This design comes from an exercise in tuning for small area, a short achievable clock period and few clock cycles on the open sky130 flow, not from production work.
In this exercise RTL edits were held to simulation tests only and were not proved equivalent to the original.
Power and IR drop assume default switching activity.

Setup of red:
Design cpu, start of the top module:
module cpu(clk, reset_n, read_m1, address1, data1, read_m2, write_m2, address2, data2_in, data2_out, num_inst, output_port, is_halted);
export LEC_CHECK = 0
export ABC_AREA = 1
export CAP_MARGIN = 20
export CORE_MARGIN = 2
export CORE_UTILIZATION = 40
export SLEW_MARGIN = 20
create_clock -name core_clock -period 15.0 [get_ports {clk}]
standard.sh (not shown) runs the stock make flow with config.mk's settings and CLKGATE_MAP_FILE= SYNTH_SCRIPT=/design/flow/synth_recipe.tcl, a recipe that flattens the netlist after the stock synthesis.
==> flow/flow/run.sh <==
#!/bin/bash
# Standard ORFS layout (the standard.sh) with extra make variables from flow/args, one per
# line: a larger SETUP_SLACK_MARGIN makes the resizer work on the critical paths even though the
# clock constraint is loose, and BUFFER_PORTS_ARGS picks the port buffer cell.
set -euo pipefail
mapfile -t extra < flow/args
bash standard.sh "${extra[@]}" finish > standard_flow.log 2>&1
==> flow/flow/args <==
SETUP_SLACK_MARGIN=10.8
BUFFER_PORTS_ARGS=-buffer_cell sky130_fd_sc_hd__buf_2
Testbench counts of red, summed over its fixed seeds: cycles 39,662.
For blue, these inputs were changed with respect to red:
==> flow/flow/args <==
SETUP_SLACK_MARGIN=11
BUFFER_PORTS_ARGS=-buffer_cell sky130_fd_sc_hd__buf_2
==> results.txt <==
| detail-routed net length per standard cell | blue vs red | 1.4% higher |. blue finished all stages; the layout is clean. red has completed all stages; timing, DRC and antenna checks passed. Final total power was higher in blue than in red. Between red and blue, global-route wire length before repair is higher for blue, red comes in under that.
#### Input delta (green over blue)
Settings: an added TNS_END_PERCENT of 20.
==> results.txt <==
- Run comparison: green launching instance or port of the critical path m_res[10]; blue launching instance or port of the critical path m_res[14]
- Going from blue to green, highest net fanout along the worst path shrinks by 1.
- The time the final worst path needs with I/O delays and setup number comes out lower for blue vs green.
- Min post-route standard cell area excluding fillers across blue and green: green
- Share of final-layout standard cells stronger than drive strength 1: green < blue
- green ended up with sky130_fd_sc_hd__dfxtp_1 as its master of the slowest instance on the critical path; blue ended up with sky130_fd_sc_hd__dfxtp_4.
--- input diff green..orange ---
Settings: a deleted TNS_END_PERCENT that had been 20.
==> flow/flow/args <==
SETUP_SLACK_MARGIN=11
BUFFER_PORTS_ARGS=-buffer_cell sky130_fd_sc_hd__buf_1
[summary]
Taking green as the reference, in orange max-slew headroom at the worst pin climbed 1.1 points; signed area change from the synthesized netlist to the final layout increased 0.21 points; wire length rose about 1.1%.
Compared with green, the detailed router inserted fewer vias in orange.


Another version of the RTL of cpu (not shown whole).
Size in the first run: about 1600 cells after synthesis, ~120 I/O pins, about 12000 um^2 of cells after synthesis.
Design cpu, start of the top module:
module cpu(clk, reset_n, read_m1, address1, data1, read_m2, write_m2, address2, data2_in, data2_out, num_inst, output_port, is_halted);
export LEC_CHECK = 0
export ABC_AREA = 1
export CAP_MARGIN = 20
export CORE_MARGIN = 2
export CORE_UTILIZATION = 40
export SLEW_MARGIN = 20
create_clock -name core_clock -period 15.0 [get_ports {clk}]
==> flow/flow/args <==
SETUP_SLACK_MARGIN=11
BUFFER_PORTS_ARGS=-buffer_cell sky130_fd_sc_hd__buf_2
CTS_ARGS=-sink_clustering_enable -repair_clock_nets -dont_use_dummy_load
Scripts as last shown in full above: flow/flow/run.sh
The first run passed the timing, design-rule and antenna checks.
Testbench counts at the start, summed over its fixed seeds: cycles 39,662.
Then changed:
--- a/flow/config.mk
+++ b/flow/config.mk
@@ -10,3 +10,4 @@
 export CORE_MARGIN = 2
-export CORE_UTILIZATION = 40
+export CORE_UTILIZATION = 60
+export PLACE_DENSITY = 0.8
 export SLEW_MARGIN = 20
Outcome: The changed run produced a clean layout; critical path depth stays the same; clock-buffer cell count does not change; sequential share of layout area rises by 0.55 points; hold slack gets better by 18 ps; final area falls by 1.8%; setup slack barely changes.
Then changed:
--- a/flow/config.mk
+++ b/flow/config.mk
@@ -10,4 +10,4 @@
 export CORE_MARGIN = 2
-export CORE_UTILIZATION = 60
-export PLACE_DENSITY = 0.8
+export CORE_UTILIZATION = 50
+export PLACE_DENSITY = 0.7
 export SLEW_MARGIN = 20
Design area stays flat.
Clock skew shrinks by 10 ps.
Routed wire length shrinks by 1.3%.
Global-route usage shrinks by 6.8 points.
Then changed:
==> flow/flow/args (replaced) <==
SETUP_SLACK_MARGIN=11.1
BUFFER_PORTS_ARGS=-buffer_cell sky130_fd_sc_hd__buf_2
CTS_ARGS=-sink_clustering_enable -repair_clock_nets -dont_use_dummy_load
- register-to-register slack gains 40 ps
- setup slack gains 46 ps
- non-clock buffer count grows by 54
- combinational power rises by about 18%
- clock power climbs by about 1%
- via count went up by about 4.3%
- final cell count rose by about 3%
Then changed:
==> flow/flow/args (replaced) <==
SETUP_SLACK_MARGIN=11
BUFFER_PORTS_ARGS=-buffer_cell sky130_fd_sc_hd__buf_2
CTS_ARGS=-sink_clustering_enable -repair_clock_nets -dont_use_dummy_load -buf_list {sky130_fd_sc_hd__clkbuf_8 sky130_fd_sc_hd__clkbuf_16}
--- a/flow/config.mk
+++ b/flow/config.mk
@@ -10,4 +10,4 @@
 export CORE_MARGIN = 2
-export CORE_UTILIZATION = 50
-export PLACE_DENSITY = 0.7
+export CORE_UTILIZATION = 40
+export CTS_BUF_LIST = sky130_fd_sc_hd__clkbuf_8 sky130_fd_sc_hd__clkbuf_16
 export SLEW_MARGIN = 20
- worst hold slack loses 50 ps
- sequential power stays flat
- cell count came out higher by about 2.4%
- maximum frequency came out lower by about 1%
Then changed:
==> flow/flow/args (replaced) <==
SETUP_SLACK_MARGIN=11
BUFFER_PORTS_ARGS=-buffer_cell sky130_fd_sc_hd__buf_2
CTS_ARGS=-sink_clustering_enable -repair_clock_nets -dont_use_dummy_load
--- a/flow/config.mk
+++ b/flow/config.mk
@@ -10,4 +10,4 @@
 export CORE_MARGIN = 2
-export CORE_UTILIZATION = 40
-export CTS_BUF_LIST = sky130_fd_sc_hd__clkbuf_8 sky130_fd_sc_hd__clkbuf_16
+export CORE_UTILIZATION = 50
+export PLACE_DENSITY = 0.6
 export SLEW_MARGIN = 20
Critical path depth is unchanged. Sequential cell count does not change. Via count is lower by about 1%. Worst setup slack hardly moves. Die area came out lower by about 20%. Worst hold slack improved by 23 ps. Power hardly moves. Register-to-register slack stays flat. Clock-buffer cell count stays the same.

afterwards: timing with drivers on the ports:
The flow's constraints put no driver on any port. The routed layouts listed below were extracted and timed again, unchanged, in two steps.
Step 1 (the two cells are an assumption about what drives the block):
set clk [get_ports {clk}]
set_driving_cell -lib_cell sky130_fd_sc_hd__clkbuf_16 $clk
set_driving_cell -lib_cell sky130_fd_sc_hd__buf_2 [delete_from_list [all_inputs] $clk]
Step 2 also shifts input and output timing later by t, the mid clock arrival at the registers, as if the neighbouring blocks saw the same clock.
a / b / c = no drivers / after step 1 / after step 2; a / b = the first two.
| run | shift t [ns] | setup WS [ns] | latest minus earliest clock arrival (ns) | worst register clock-pin slew, ns | worst data-port slew with drivers (ns) |
|---|---|---|---|---|---|
| red | 0.497 | 10.807 / 10.756 / 10.545 | 0.014 / 0.014 | 0.08 / 0.08 | 0.04 |
| blue | 0.502 | 11.008 / 10.961 / 10.647 | 0.017 / 0.018 | 0.08 / 0.08 | 0.04 |
| green | 0.488 | 10.875 / 10.829 / 10.685 | 0.019 / 0.019 | 0.09 / 0.09 | 0.04 |
| orange | 0.490 | 10.916 / 10.916 / 10.607 | 0.033 / 0.033 | 0.08 / 0.08 | 0.04 |
| the first run of note 2 | 0.492 | 11.009 / 10.956 / 10.655 | 0.026 / 0.027 | 0.08 / 0.08 | 0.05 |
| the second run of note 2 | 0.476 | 11.007 / 10.962 / 10.590 | 0.038 / 0.037 | 0.08 / 0.08 | 0.05 |
| the third run of note 2 | 0.476 | 11.003 / 10.952 / 10.665 | 0.032 / 0.031 | 0.08 / 0.08 | 0.06 |
| the fourth run of note 2 | 0.497 | 11.049 / 10.995 / 10.649 | 0.029 / 0.030 | 0.08 / 0.08 | 0.05 |
| the fifth run of note 2 | 0.492 | 11.009 / 10.956 / 10.655 | 0.026 / 0.027 | 0.08 / 0.08 | 0.05 |
| the sixth run of note 2 | 0.484 | 11.011 / 10.960 / 10.670 | 0.042 / 0.043 | 0.09 / 0.09 | 0.05 |
After both steps setup and hold are still met in every run listed. For the second run of note 2, which loses most, drivers alone change the setup slack by -0.045 ns; drivers and shift together by -0.417 ns.
